Context: an optimization exercise on an open-source flow, tuned for small area and a short achievable clock period. The choices shown serve that exercise and are no tape-out recipe.
The RTL was checked by simulation tests, not by an equivalence proof against the original design.
No activity file was given, so power comes from the tool's default toggle rates.

==> flow/design.v <==
`timescale 1ns / 1ps
module ColorDetect(
    input reset_n,
    input clk,
    input enable,
    input [23:0] DATA_IN,
    input DATA_IN_VALID,
    input [10:0] X_VALUE,
    input [9:0] Y_VALUE,
    input [1:0] COLOR,
    input [31:0] FRAME_WAIT,
    output [31:0] COORDINATE,
    output READY
    );
    localparam KX = 5;   
    localparam KY = 4;   
    reg ready;
    reg en;
    reg [15:0] frames;
    reg [19:0] count;            
    reg [10:0] x_qs;             
    reg x_neg;                   
    reg [19:0] x_part;           
    reg [9:0] y_qs;
    reg y_neg;
    reg [19:0] y_part;
    wire sof = (X_VALUE == 11'd0) && (Y_VALUE == 10'd0);
    wire run = enable && reset_n;
    wire hit = (frames == FRAME_WAIT[15:0]);
    wire [15:0] frames_inc;
    Increment #(.N(16)) fi (.a(frames), .ci(DATA_IN_VALID && sof), .s(frames_inc));
    always @(posedge clk) begin
        en <= run && hit;
        if (!run || hit)
            frames <= 16'd0;
        else
            frames <= frames_inc;
    end
    always @(posedge clk)
        ready <= (X_VALUE == 11'd1279) && (Y_VALUE == 10'd719) && !ready;
    wire [7:0] r = DATA_IN[23:16];
    wire [7:0] g = DATA_IN[15:8];
    wire [7:0] b = DATA_IN[7:0];
    reg match;
    always @(*) begin
        case (COLOR)
            2'b00: match = (r >= 8'd180) && (g <= 8'd80) && (b <= 8'd80);
            2'b01: match = (r < 8'd80) && (g > 8'd180) && (b < 8'd80);
            2'b10: match = (r < 8'd80) && (g < 8'd80) && (b > 8'd180);
            default: match = (r > 8'd200) && (g > 8'd200) && (b < 8'd80);
        endcase
    end
    wire [10:0] qx;
    wire [19:0] rx;
    wire [9:0] qy;
    wire [19:0] ry;
    CentroidFinish #(.W(11), .K0(KX)) fx (.qs(x_qs), .neg(x_neg), .part(x_part), .d(count), .q(qx), .r(rx));
    CentroidFinish #(.W(10), .K0(KY)) fy (.qs(y_qs), .neg(y_neg), .part(y_part), .d(count), .q(qy), .r(ry));
    wire take = DATA_IN_VALID && match;
    wire [19:0] dn;
    Increment #(.N(20)) ci (.a(count), .ci(take), .s(dn));
    wire nx_neg, ny_neg;
    wire [19:0] nx_part, ny_part;
    wire [10:0] nx_qs;
    wire [9:0] ny_qs;
    CentroidStart #(.W(11), .K0(KX)) sx (.q(qx), .r(rx), .v(X_VALUE), .take(take), .d(dn), .neg(nx_neg), .part(nx_part), .qs(nx_qs));
    CentroidStart #(.W(10), .K0(KY)) sy (.q(qy), .r(ry), .v(Y_VALUE), .take(take), .d(dn), .neg(ny_neg), .part(ny_part), .qs(ny_qs));
    wire clr = !reset_n || !en;
    always @(posedge clk) begin
        if (clr || (DATA_IN_VALID && sof)) begin
            count <= {19'd0, !clr && match};
            x_qs <= 11'd0;
            x_neg <= 1'b0;
            x_part <= 20'd0;
            y_qs <= 10'd0;
            y_neg <= 1'b0;
            y_part <= 20'd0;
        end else begin
            count <= dn;
            x_qs <= nx_qs;
            x_neg <= nx_neg;
            x_part <= nx_part;
            y_qs <= ny_qs;
            y_neg <= ny_neg;
            y_part <= ny_part;
        end
    end
    assign COORDINATE = {5'd0, qx, 6'd0, qy};
    assign READY = ready;
endmodule
module Increment #(parameter N = 8) (
    input [N-1:0] a,
    input ci,
    output [N-1:0] s
    );
    wire [N:0] c;
    assign c[0] = ci;
    genvar j;
    generate
        for (j = 0; j < N; j = j + 1) begin : bit_
            assign s[j] = a[j] ^ c[j];
            assign c[j+1] = a[j] & c[j];
        end
    endgenerate
endmodule
module RippleAdd #(parameter N = 8) (
    input [N-1:0] a,
    input [N-1:0] b,
    input ci,
    output [N-1:0] s,
    output co
    );
    wire [N:0] c;
    assign c[0] = ci;
    genvar j;
    generate
        for (j = 0; j < N; j = j + 1) begin : bit_
            assign s[j] = a[j] ^ b[j] ^ c[j];
            assign c[j+1] = (a[j] & b[j]) | (a[j] & c[j]) | (b[j] & c[j]);
        end
    endgenerate
    assign co = c[N];
endmodule
module RippleSub #(parameter N = 8) (
    input [N-1:0] a,
    input [N-1:0] b,
    output [N-1:0] f,
    output ge
    );
    wire [N:0] bw;
    assign bw[0] = 1'b0;
    genvar j;
    generate
        for (j = 0; j < N; j = j + 1) begin : bit_
            assign bw[j+1] = (~a[j] & (b[j] | bw[j])) | (b[j] & bw[j]);
        end
    endgenerate
    assign f = b ^ bw[N-1:0];
    assign ge = ~bw[N];
endmodule
module DivStage #(parameter W = 11, parameter I = 1) (
    input [W:0] a,
    input [19:0] d,
    output [W:0] an,
    output qb
    );
    localparam K = W + 1 - I;
    wire [K-1:0] f;
    wire ge;
    RippleSub #(.N(K)) sub (.a(a[W:I]), .b(d[K-1:0]), .f(f), .ge(ge));
    assign qb = ge & ~|d[19:K];
    assign an = {a[W:I] ^ (f & {K{qb}}), a[I-1:0]};
endmodule
module CentroidStart #(parameter W = 11, parameter K0 = 4) (
    input [W-1:0] q,
    input [19:0] r,
    input [W-1:0] v,
    input take,
    input [19:0] d,
    output neg,
    output [19:0] part,
    output [W-1:0] qs
    );
    wire [20:0] o1 = {1'b0, r};
    wire [20:0] o2 = {{(21-W){1'b0}}, v & {W{take}}};
    wire [20:0] o3 = {{(21-W){1'b1}}, ~(q & {W{take}})};
    wire [20:0] cs = o1 ^ o2 ^ o3;
    wire [20:0] cc = (o1 & o2) | (o1 & o3) | (o2 & o3);
    wire [20:0] n;
    wire co;
    RippleAdd #(.N(21)) add (.a(cs), .b({cc[19:0], 1'b0}), .ci(1'b1), .s(n), .co(co));
    assign neg = n[20];
    wire [19:0] m = {n[19:W] & {(20-W){~neg}}, n[W-1:0] ^ {W{neg}}};
    wire [W:0] a [K0:W];
    wire [W-1:K0] qhi;
    assign a[W] = m[W:0];
    genvar i;
    generate
        for (i = W - 1; i >= K0; i = i - 1) begin : stage
            DivStage #(.W(W), .I(i)) st (.a(a[i+1]), .d(d), .an(a[i]), .qb(qhi[i]));
        end
    endgenerate
    assign part = {m[19:W+1], a[K0]};
    wire [W-1:K0] qsh;
    wire cqs;
    RippleAdd #(.N(W-K0)) addqs (.a(q[W-1:K0]), .b(qhi ^ {(W-K0){neg}}), .ci(1'b0), .s(qsh), .co(cqs));
    assign qs = {qsh, q[K0-1:0]};
endmodule
module CentroidFinish #(parameter W = 11, parameter K0 = 4) (
    input [W-1:0] qs,
    input neg,
    input [19:0] part,
    input [19:0] d,
    output [W-1:0] q,
    output [19:0] r
    );
    wire [W:0] a [0:K0];
    wire [K0-1:0] qlo;
    assign a[K0] = part[W:0];
    genvar i;
    generate
        for (i = K0 - 1; i >= 1; i = i - 1) begin : stage
            DivStage #(.W(W), .I(i)) st (.a(a[i+1]), .d(d), .an(a[i]), .qb(qlo[i]));
        end
    endgenerate
    wire [19:0] p = {part[19:W+1], a[1]};
    wire [19:0] f0;
    wire ge0;
    RippleSub #(.N(20)) sub0 (.a(p), .b(d), .f(f0), .ge(ge0));
    wire [19:0] t0 = p ^ f0;
    wire [W:0] u;
    wire cu;
    RippleAdd #(.N(W+1)) add2 (.a({d[W-1:0], 1'b0}), .b(~p[W:0]), .ci(1'b0), .s(u), .co(cu));
    assign qlo[0] = ge0;
    assign r = neg ? (ge0 ? {{(19-W){1'b0}}, u} : ~t0) : (p ^ (f0 & {20{ge0}}));
    wire [K0-1:0] ql;
    wire cql;
    RippleAdd #(.N(K0)) addql (.a(qs[K0-1:0]), .b(qlo ^ {K0{neg}}), .ci(1'b0), .s(ql), .co(cql));
    wire [W-1:K0] qh;
    Increment #(.N(W-K0)) incqh (.a(qs[W-1:K0]), .ci(cql), .s(qh));
    assign q = {qh, ql};
endmodule
==> flow/config.mk <==
export PLATFORM = sky130hd
export DESIGN_NAME = ColorDetect
export DESIGN_NICKNAME = ColorDetect
export VERILOG_FILES = /design/flow/design.v
export SDC_FILE = /design/flow/constraint.sdc
export NUM_CORES = 4
export LEC_CHECK = 0
export ABC_AREA = 1
export CAP_MARGIN = 20
export CORE_MARGIN = 2
export CORE_UTILIZATION = 40
export SLEW_MARGIN = 20
==> flow/constraint.sdc <==
create_clock -name core_clock -period 100.0 [get_ports {clk}]
set_input_delay 20.0000 -clock core_clock [delete_from_list [all_inputs] [get_ports {clk}]]
set_output_delay 20.0000 -clock core_clock [all_outputs]
set_load 0.01 [all_outputs]
standard.sh (not shown) runs the stock make flow with config.mk's settings and CLKGATE_MAP_FILE= SYNTH_SCRIPT=/design/flow/synth_recipe.tcl, a recipe that flattens the netlist after the stock synthesis.
==> flow/flow/run.sh <==
#!/bin/bash
# Standard layout, except: synthesis leaves adders to ABC (no full-adder
# cells), and the port buffers are buf_1 cells.
set -euo pipefail
export BUFFER_PORTS_ARGS="-buffer_cell sky130_fd_sc_hd__buf_1"
bash standard.sh "ADDER_MAP_FILE=" "BUFFER_PORTS_ARGS=-buffer_cell sky130_fd_sc_hd__buf_1" finish > standard.log 2>&1
Change:
--- a/flow/design.v
+++ b/flow/design.v
@@ -10,11 +10,11 @@
     input [1:0] COLOR,
     input [31:0] FRAME_WAIT,
     output [31:0] COORDINATE,
     output READY
     );
-    localparam KX = 5;   
+    localparam KX = 4;   
     localparam KY = 4;   
     reg ready;
     reg en;
     reg [15:0] frames;
     reg [19:0] count;            
Effect:
- fmax shrinks slightly
- synthesized area is lower slightly
- power went up by a few percent
- synthesized cell count is lower slightly
- setup slack gets worse by 670 ps
- first-iteration DRC count increases by a few percent

[re-timing with driven ports]
How much do the figures lean on ideal ports? The routed layouts below were timed once more, with nothing changed but the port constraints. Step 1 assumes that a clkbuf_16 drives the clock port and a buf_2 every other input. Step 2, shift: input delay + t, output delay - t, t = (earliest + latest rising clock arrival at the registers) / 2. This alone moves slack from input paths to output paths. Three values: ideal, step 1, step 2; two values: the first two.
run	t, ns	slack for setup (ns)	pins driven straight from the clock port
the first run	0.424	65.387 / 65.332 / 65.756	1
the second run	0.423	64.716 / 64.745 / 64.322	1
After both steps setup and hold are still met in every run listed. The setup slack of the second run, which loses most, moves by +0.029 ns with the drivers and by -0.394 ns with both steps.
